Source: an optimization exercise on an open RTL-to-GDS flow (aim: small area, a short achievable clock period and few clock cycles per item). Production flows keep margins and buffers that such runs may drop.
Function was checked by simulation only, so behaviour that the tests miss may differ from the original.

==> flow/design.v <==
module alu
  (input signed [31:0] a, b,
   input [1:0]              op,
   output reg signed [31:0] result
   );
   always @*
     case (op)
       0 : result = a + b;
       1 : result = a - b;
       2: result = a * b;
       default : result = a + b;
     endcase
endmodule
module fsm
  (
   input            clk,
   input            rst,
   input            start,
   output reg [1:0] alu1,
                    alu2,
                    alu3,
                    alu4,
                    alu5,
                    alu6,
                    alu7,
   output reg       mux2,
   output reg [1:0] mux3,
                    mux4,
   output reg       memWe,
   memMuxCtrl,
   output reg       done
   );
   reg [1:0]        state;
   always @(posedge clk) begin
      if (rst) begin
         state <= 0;
         done <= 0;
      end else begin
         if (state != 0 || start)
           state <= state + 1;
         done <= (state == 3);
      end
   end
   always @(*) begin
      case (state)
        0 : begin
           mux2 = 0;
           mux3 = 0;
           mux4 = 0;
           memWe = 0;
           memMuxCtrl = 0;
           alu1 = 0;
           alu2 = 0;
           alu3 = 1;
           alu4 = 1;
           alu5 = 0;
           alu6 = 1;
           alu7 = 1;
        end
        1 : begin
           mux2 = 1;
           mux3 = 1;
           mux4 = 1;
           memWe = 0;
           memMuxCtrl = 0;
           alu1 = 2;
           alu2 = 2;
           alu3 = 2;
           alu4 = 2;
           alu5 = 2;
           alu6 = 2;
           alu7 = 2;
        end
        2 : begin
           mux2 = 1;
           mux3 = 2;
           mux4 = 2;
           memWe = 1;
           alu1 = 0;
           alu2 = 1;
           alu3 = 0;
           alu4 = 0;
           alu5 = 1;
           alu6 = 0;
           alu7 = 2;
           memMuxCtrl = 0;
        end
        default : begin
           mux2 = 1;
           mux3 = 2;
           mux4 = 3;
           memWe = 1;
           alu1 = 0;
           alu2 = 0;
           alu3 = 0;
           alu4 = 0;
           alu5 = 1;
           alu6 = 0;
           alu7 = 2;
           memMuxCtrl = 1;
        end
      endcase
   end
endmodule
module mux
  #(parameter width=32)
   (
    output [width-1:0] out,
    input              sel,
    input [width-1:0]  in0,
    input [width-1:0]  in1
    );
   assign out = sel ? in1 : in0;
endmodule
module mux4way
  #(parameter width=32)
   (
    output [width-1:0] out,
    input [1:0]        sel,
    input [width-1:0]  in0,
    input [width-1:0]  in1,
    input [width-1:0]  in2,
    input [width-1:0]  in3
    );
   assign out = sel[0] ? (sel[1] ? in3 : in1) : (sel[1] ? in2 : in0);
endmodule
module c_storage
  #(
    parameter width = 32
    )
   (
    input              clk,
    input [1:0]        addr1,
    input [1:0]        addr2,
    input              we,
    input [width-1:0]  dIn1,
    input [width-1:0]  dIn2,
    output [width-1:0] c1,
    output [width-1:0] c2,
    output [width-1:0] c3,
    output [width-1:0] c4
    );
   reg [width-1:0]     mem [3:0];
   always @(posedge clk) begin
      if (we)
        begin
           mem[addr1] <= dIn1;
           mem[addr2] <= dIn2;
        end
   end
   assign c1 = mem[0],
     c2 = mem[1],
     c3 = mem[2],
     c4 = mem[3];
endmodule
module matmult1
  (
   input         clk,
   input         rst,
   input         start,
   input [31:0]  a11, a12, a21, a22, b11, b12, b21, b22,
   output [31:0] c11, c12, c21, c22,
   output        done
   );
   reg [31:0]    b22PlusB11, b11PlusB12, b21PlusB22;
   always @* begin
      b22PlusB11 = b22 + b11;
      b11PlusB12 = b11 + b12;
      b21PlusB22 = b21 + b22;
   end
   reg [31:0]   m1, m2, m3, m4, m5, m6, m7;
   wire [31:0]  alu1Out, alu2Out, alu3Out, alu4Out, alu5Out, alu6Out, alu7Out;
   wire [1:0]   alu1Op, alu2Op, alu3Op, alu4Op, alu5Op, alu6Op, alu7Op;
   wire         mux2Sel;
   wire [1:0]   mux3Sel, mux4Sel;
   wire         memWe, memMuxCtrl;
   fsm fsm0
     (
      .clk(clk),
      .rst(rst),
      .start(start),
      .alu1(alu1Op),
      .alu2(alu2Op),
      .alu3(alu3Op),
      .alu4(alu4Op),
      .alu5(alu5Op),
      .alu6(alu6Op),
      .alu7(alu7Op),
      .mux2(mux2Sel),
      .mux3(mux3Sel),
      .mux4(mux4Sel),
      .memWe(memWe),
      .memMuxCtrl(memMuxCtrl),
      .done(done)
      );
   wire [31:0]  mux1Out, mux2Out, mux3Out, mux4Out, mux5Out, mux6Out,
                mux7Out, mux8Out, mux9Out, mux10Out, mux11Out,
                mux12Out, mux13Out, mux14Out;
   mux mux1
     (
      .out(mux1Out),
      .sel(mux2Sel),
      .in0(a11),
      .in1(m1)
      );
   mux4way mux2
     (
      .out(mux2Out),
      .sel(mux4Sel),
      .in0(a22),
      .in1(b22PlusB11),
      .in2(m4),
      .in3(m5)
      );
   mux4way mux3
     (
      .out(mux3Out),
      .sel(mux4Sel),
      .in0(a21),
      .in1(b11),
      .in2(m1),
      .in3(m6)
      );
   mux mux4
     (
      .out(mux4Out),
      .sel(mux2Sel),
      .in0(a22),
      .in1(m2)
      );
   mux4way mux5
     (
      .out(mux5Out),
      .sel(mux3Sel),
      .in0(b12),
      .in1(a11),
      .in2(m5),
      .in3(m5)
      );
   mux mux6
     (
      .out(mux6Out),
      .sel(mux2Sel),
      .in0(b22),
      .in1(m3)
      );
   mux4way mux7
     (
      .out(mux7Out),
      .sel(mux3Sel),
      .in0(b21),
      .in1(a22),
      .in2(m2),
      .in3(m2)
      );
   mux mux8
     (
      .out(mux8Out),
      .sel(mux2Sel),
      .in0(b11),
      .in1(m4)
      );
   mux4way mux9
     (
      .out(mux9Out),
      .sel(mux3Sel),
      .in0(a11),
      .in1(b22),
      .in2(m7),
      .in3(m7)
      );
   mux mux10
     (
      .out(mux10Out),
      .sel(mux2Sel),
      .in0(a12),
      .in1(m5)
      );
   mux4way mux11
     (
      .out(mux11Out),
      .sel(mux3Sel),
      .in0(a21),
      .in1(m6),
      .in2(m6),
      .in3(m6)
      );
   mux4way mux12
     (
      .out(mux12Out),
      .sel(mux3Sel),
      .in0(a11),
      .in1(b11PlusB12),
      .in2(m3),
      .in3(m3)
      );
   mux mux13
     (
      .out(mux13Out),
      .sel(mux2Sel),
      .in0(a12),
      .in1(m7)
      );
   mux mux14
     (
      .out(mux14Out),
      .sel(mux2Sel),
      .in0(a22),
      .in1(b21PlusB22)
      );
   alu alu1
     (
      .a(mux1Out),
      .b(mux2Out),
      .op(alu1Op),
      .result(alu1Out)
      );
   alu alu2
     (
      .a(mux3Out),
      .b(mux4Out),
      .op(alu2Op),
      .result(alu2Out)
      );
   alu alu3
     (
      .a(mux5Out),
      .b(mux6Out),
      .op(alu3Op),
      .result(alu3Out)
      );
   alu alu4
     (
      .a(mux7Out),
      .b(mux8Out),
      .op(alu4Op),
      .result(alu4Out)
      );
   alu alu5
     (
      .a(mux9Out),
      .b(mux10Out),
      .op(alu5Op),
      .result(alu5Out)
      );
   alu alu6
     (
      .a(mux11Out),
      .b(mux12Out),
      .op(alu6Op),
      .result(alu6Out)
      );
   alu alu7
     (
      .a(mux13Out),
      .b(mux14Out),
      .op(alu7Op),
      .result(alu7Out)
      );
   wire [31:0]  dIn1, dIn2;
   mux dInMux1
     (
      .out(dIn1),
      .sel(memMuxCtrl),
      .in0(alu3Out),
      .in1(alu1Out)
      );
   mux dInMux2
     (
      .out(dIn2),
      .sel(memMuxCtrl),
      .in0(alu4Out),
      .in1(alu2Out)
      );
   wire [1:0]   addr1, addr2;
   mux #(.width(2)) addrMux1
     (
      .out(addr1),
      .sel(memMuxCtrl),
      .in0(2'h1),
      .in1(2'h0)
      );
   mux #(.width(2)) addrMux2
     (
      .out(addr2),
      .sel(memMuxCtrl),
      .in0(2'h2),
      .in1(2'h3)
      );     
   c_storage cMem
     (
      .clk(clk),
      .addr1(addr1),
      .addr2(addr2),
      .we(memWe),
      .dIn1(dIn1),
      .dIn2(dIn2),
      .c1(c11),
      .c2(c12),
      .c3(c21),
      .c4(c22)
      );
   always @(posedge clk) begin
      m1 <= alu1Out;
      m2 <= alu2Out;
      m3 <= alu3Out;
      m4 <= alu4Out;
      m5 <= alu5Out;
      m6 <= alu6Out;
      m7 <= alu7Out;
   end
endmodule
==> flow/run.sh <==
#!/bin/bash
# synth_recipe.tcl (not shown) runs the flow's synth.tcl, then flattens the netlist and writes it again
# the make line also repeats each setting of config.mk as NAME=value (left out here)
make -C /OpenROAD-flow-scripts/flow DESIGN_CONFIG=/design/flow/config.mk WORK_HOME=/design/flow/orfs CLKGATE_MAP_FILE= SYNTH_SCRIPT=/design/flow/synth_recipe.tcl finish
==> flow/config.mk <==
export PLATFORM = sky130hd
export DESIGN_NAME = matmult1
export DESIGN_NICKNAME = matmult1
export VERILOG_FILES = /design/flow/design.v
export SDC_FILE = /design/flow/constraint.sdc
export NUM_CORES = 4
export LEC_CHECK = 0
export CAP_MARGIN = 20
export CORE_MARGIN = 2
export CORE_UTILIZATION = 40
export SLEW_MARGIN = 20
==> flow/constraint.sdc <==
create_clock -name core_clock -period 16.0 [get_ports {clk}]
set_input_delay 3.2000 -clock core_clock [delete_from_list [all_inputs] [get_ports {clk}]]
set_output_delay 3.2000 -clock core_clock [all_outputs]
set_load 0.01 [all_outputs]
==> impl_metrics.py <==
metrics = {
    "outcome": {
        "outcome": "timing/DRC/antenna clean",
    },
    "setup_path": {
        "critPathRequiredTime_ps": 16530,
        "cp.arrival_ps": 15730,
        "r2r-start": "fsm0.state[0]$_SDFFE_PP0P_",
        "cpMaxStageDelayCell": "fa_1",
        "crit_type": "in2reg",
        "end_kind": "flip-flop",
        "cp_max_fo": 8,
        "slowest_delay_ps": 520,
        "startpoint": "b11[0]",
        "cpMostUsedCell": "xnor2_1",
        "start_kind": "input port",
    },
    "timing": {
        "skew_ps": 41.4,
        "slew_headroom_pct": 9.06,
        "rsz0062_at_grt": "no",
        "hold_viol_final": 0,
        "worst_slew_pin_slew_ps": 1360,
        "drv_slew": 0,
        "layout_min_cycle_time_ps": 15210,
        "fin_tns_setup_ps": 0,
        "post-route-period-util_pct": 95.1,
        "hold_ws_ps": 612,
        "setup_violations": 0,
        "max_freq_mhz": 65.8,
    },
    "cts": {
        "path_clk_slew_ps": 70,
        "tritoncts": "done",
        "cts_max_level": 2,
        "postCtsSetupBuffers": 0,
        "cts_resized": 0,
        "cts_root_buf": "clkbuf_16",
        "clockBufferDepth": 3,
        "cts_buffers": 52,
        "clk_latency_ps": 790,
        "cts_sinks": 355,
        "postCtsHoldBufs": 0,
    },
    "grt": {
        "overflow": 0,
        "grt_max_degree": 121,
        "grt_pass1_wl_mm": 965,
        "antenna_found_initial": 109,
        "first_global_vias": 130024,
        "grt_use_total_pct": 36.6,
    },
    "final_layout": {
        "design_area_sq_um": 162000,
        "final_core_util_pct": 44.2,
        "multi_input_area_sq_um": 123000,
        "area_delta_synth_final_pct": 9.77,
        "ff_latch_area_sq_um": 8390,
        "drive_gt1_share_pct": 5.44,
        "fillers": 36867,
        "layout.nets": 22651,
    },
    "yosys": {
        "yosysWarnings": 4,
        "ys_seq_elements": 355,
        "avgSynthCellArea_sq_um": 8.25,
        "synth-edff-count": 128,
        "postSynth.asyncResetShare_pct": 0,
        "synth_flop_cell": "dfxtp_1",
        "synth_fp_nets": 22357,
        "yosysUniqueCellTypes": 92,
        "synth-seq-area-share_pct": 5.70,
        "synth_cells": 17854,
        "syn_area_sq_um": 147000,
    },
    "detailed_routing": {
        "firstDrtPassIters": 8,
        "first_iter_violations": 13983,
        "ant_nets": 0,
        "num_vias": 128815,
        "vias_per_cell": 5.58,
        "routed_wl_mm": 680,
        "drc": 0,
        "post_drt_wl_per_cell_microns": 29.5,
    },
    "die": {
        "boundaryPins": 388,
        "die_w_microns": 611,
        "initial_core_util_pct": 40.2,
        "rows": 222,
        "dieArea_sq_um": 373000,
        "fp.coreArea_sq_um": 366000,
        "die_h_microns": 611,
    },
    "placed_design": {
        "post_dp_cell_area_sq_um": 160000,
        "hpwl_mm": 559,
        "place.gp.congestion": 1.08,
        "port_buffers": 387,
    },
    "run": {
        "maxCapViolCount": 0,
    },
    "worst_hold_path": {
        "holdCritStartpoint": "fsm0.state[1]$_SDFFE_PP0P_",
        "hold_path.class": "reg2reg",
    },
}
-- placed cells by master (no fill, tap or decap), types with 132 or more instances in the layout --
cell,n
a21oi_1,717
nand2_1,2866
fa_1,2866
a21o_1,164
xnor2_1,693
nand3_1,132
nor2_1,1595
nor2b_1,184
dfxtp_1,227
xor2_1,276
mux2i_1,144
nor3_1,143
nand2b_1,141
inv_1,3667
and2_1,252
ha_1,1374
clkdlybuf4s50_1,387
buf_4,586
o21ai_0,285
-- routing by layer --
layer	wire, microns	GRT usage, %	part of all wire [%]
met4	74700	32.6	11
met2	285000	53.7	42
met3	67300	8.31	9.9
met5	462	0.103	0.068
met1	252000	45.0	37
-- cell families after synthesis --
family / Yosys count / synth area share (%)
xor gates and xnor gates: 990 / 6.08
buffers and inverters: 4459 / 11.4
adders and majority gates: 4244 / 50.7
muxes: 270 / 1.96
and+or+nand+nor: 5601 / 16.0
DFF: 355 / 5.70
AOI/OAI and AO/OA: 1935 / 8.12
-- stage by stage --
| step | worst slack (ps) | instances |
|---|---|---|
| global route | 198 | 23045 |
| CTS | 1010 | 23006 |
| finish | 792 | 23072 |
| global placement | 138 | 22908 |
| detailed placement | 223 | 22909 |
| floorplan | 1550 | 17854 |
-- Yosys cell counts (101+ instances only) --
library cell,n,area share [%]
a21o_1,166,0.85
a21oi_1,738,2.5
and2_1,252,1.1
clkbuf_1,612,1.6
dfxtp_1,227,3.1
edfxtp_1,128,2.6
fa_1,2866,39
ha_1,1378,12
inv_1,3668,9.3
mux2_2,101,0.77
mux2i_1,160,1.1
nand2_1,2867,7.3
nand2b_1,142,0.60
nand3_1,132,0.45
nor2_1,1600,4.1
nor2b_1,187,0.79
nor3_1,143,0.49
o21a_1,102,0.52
o21ai_0,302,1.0
xnor2_1,693,4.1
xor2_1,276,1.6
-- registers in the layout, summed over array words and instances, names as in the netlist --
| register | count |
|---|---|
| m5 | 32 |
| m1 | 32 |
| fsm0.state | 2 |
| m6 | 32 |
| m4 | 32 |
| cMem.mem | 128 |
| m2 | 32 |
| m3 | 32 |
| m7 | 32 |
| fsm0.done | 1 |
-- path summary, 6_finish.rpt --
path | endpoint | slack (ps) | cells after the start
setup / recovery | cMem.mem[1][31]$_DFFE_PP_ | 790 | 51
hold / removal | fsm0.state[1]$_SDFFE_PP0P_ | 610 | 2
setup reg to reg | cMem.mem[1][31]$_DFFE_PP_ | 3120 | 40
hold reg to reg | fsm0.state[1]$_SDFFE_PP0P_ | 610 | 2
-- final cells by class --
| cell class | instances | area share [%] |
|---|---|---|
| diodes | 65 | 0.101 |
| clock buffers | 64 | 0.883 |
| clock inverters | 33 | 0.258 |
| inverters | 3710 | 8.62 |
| multi-input cells | 13040 | 75.9 |
| flip-flops and latches | 355 | 5.19 |
| well taps | 4816 | 3.73 |
| repair buffers | 989 | 5.31 |
-- worst max-delay path: cells and delay by family --
family	cells	cell delay, ps
AO/OA/AOI/OAI	13	2980
XOR/XNOR	16	3450
adder cells (fa/ha/maj)	9	3610
buffers and inverters	8	1550
multiplexers	1	470
AND/OR/NAND/NOR	4	440
Testbench counts, summed over its fixed seeds: cycles 1,536, items 384.

[port drivers added, routing unchanged]
How much do the figures lean on ideal ports? The routed layout below was timed once more, with nothing changed but the port constraints.
Step 1, drivers: a clkbuf_16 drives clk and a buf_2 each remaining input, both assumed.
Step 2 adds t to the input delays and takes it off the output delays; t is the mean of the earliest and latest rising clock arrival at the registers after step 1. Input paths then give back, and output paths get back, about the clock's delay inside the block.
a / b / c = no drivers / after step 1 / after step 2; a / b = the first two.
shift t [ns]: 0.853
setup slack, ns: 0.792 / 0.601 / -0.252
worst hold slack (ns): 0.612 / 0.612 / 0.612
pins driven straight from the clock port: 1
With both steps, setup timing fails in this run, where it was met with ideal ports. The setup slack of this run moves by -0.191 ns with the drivers and by -1.044 ns with both steps.
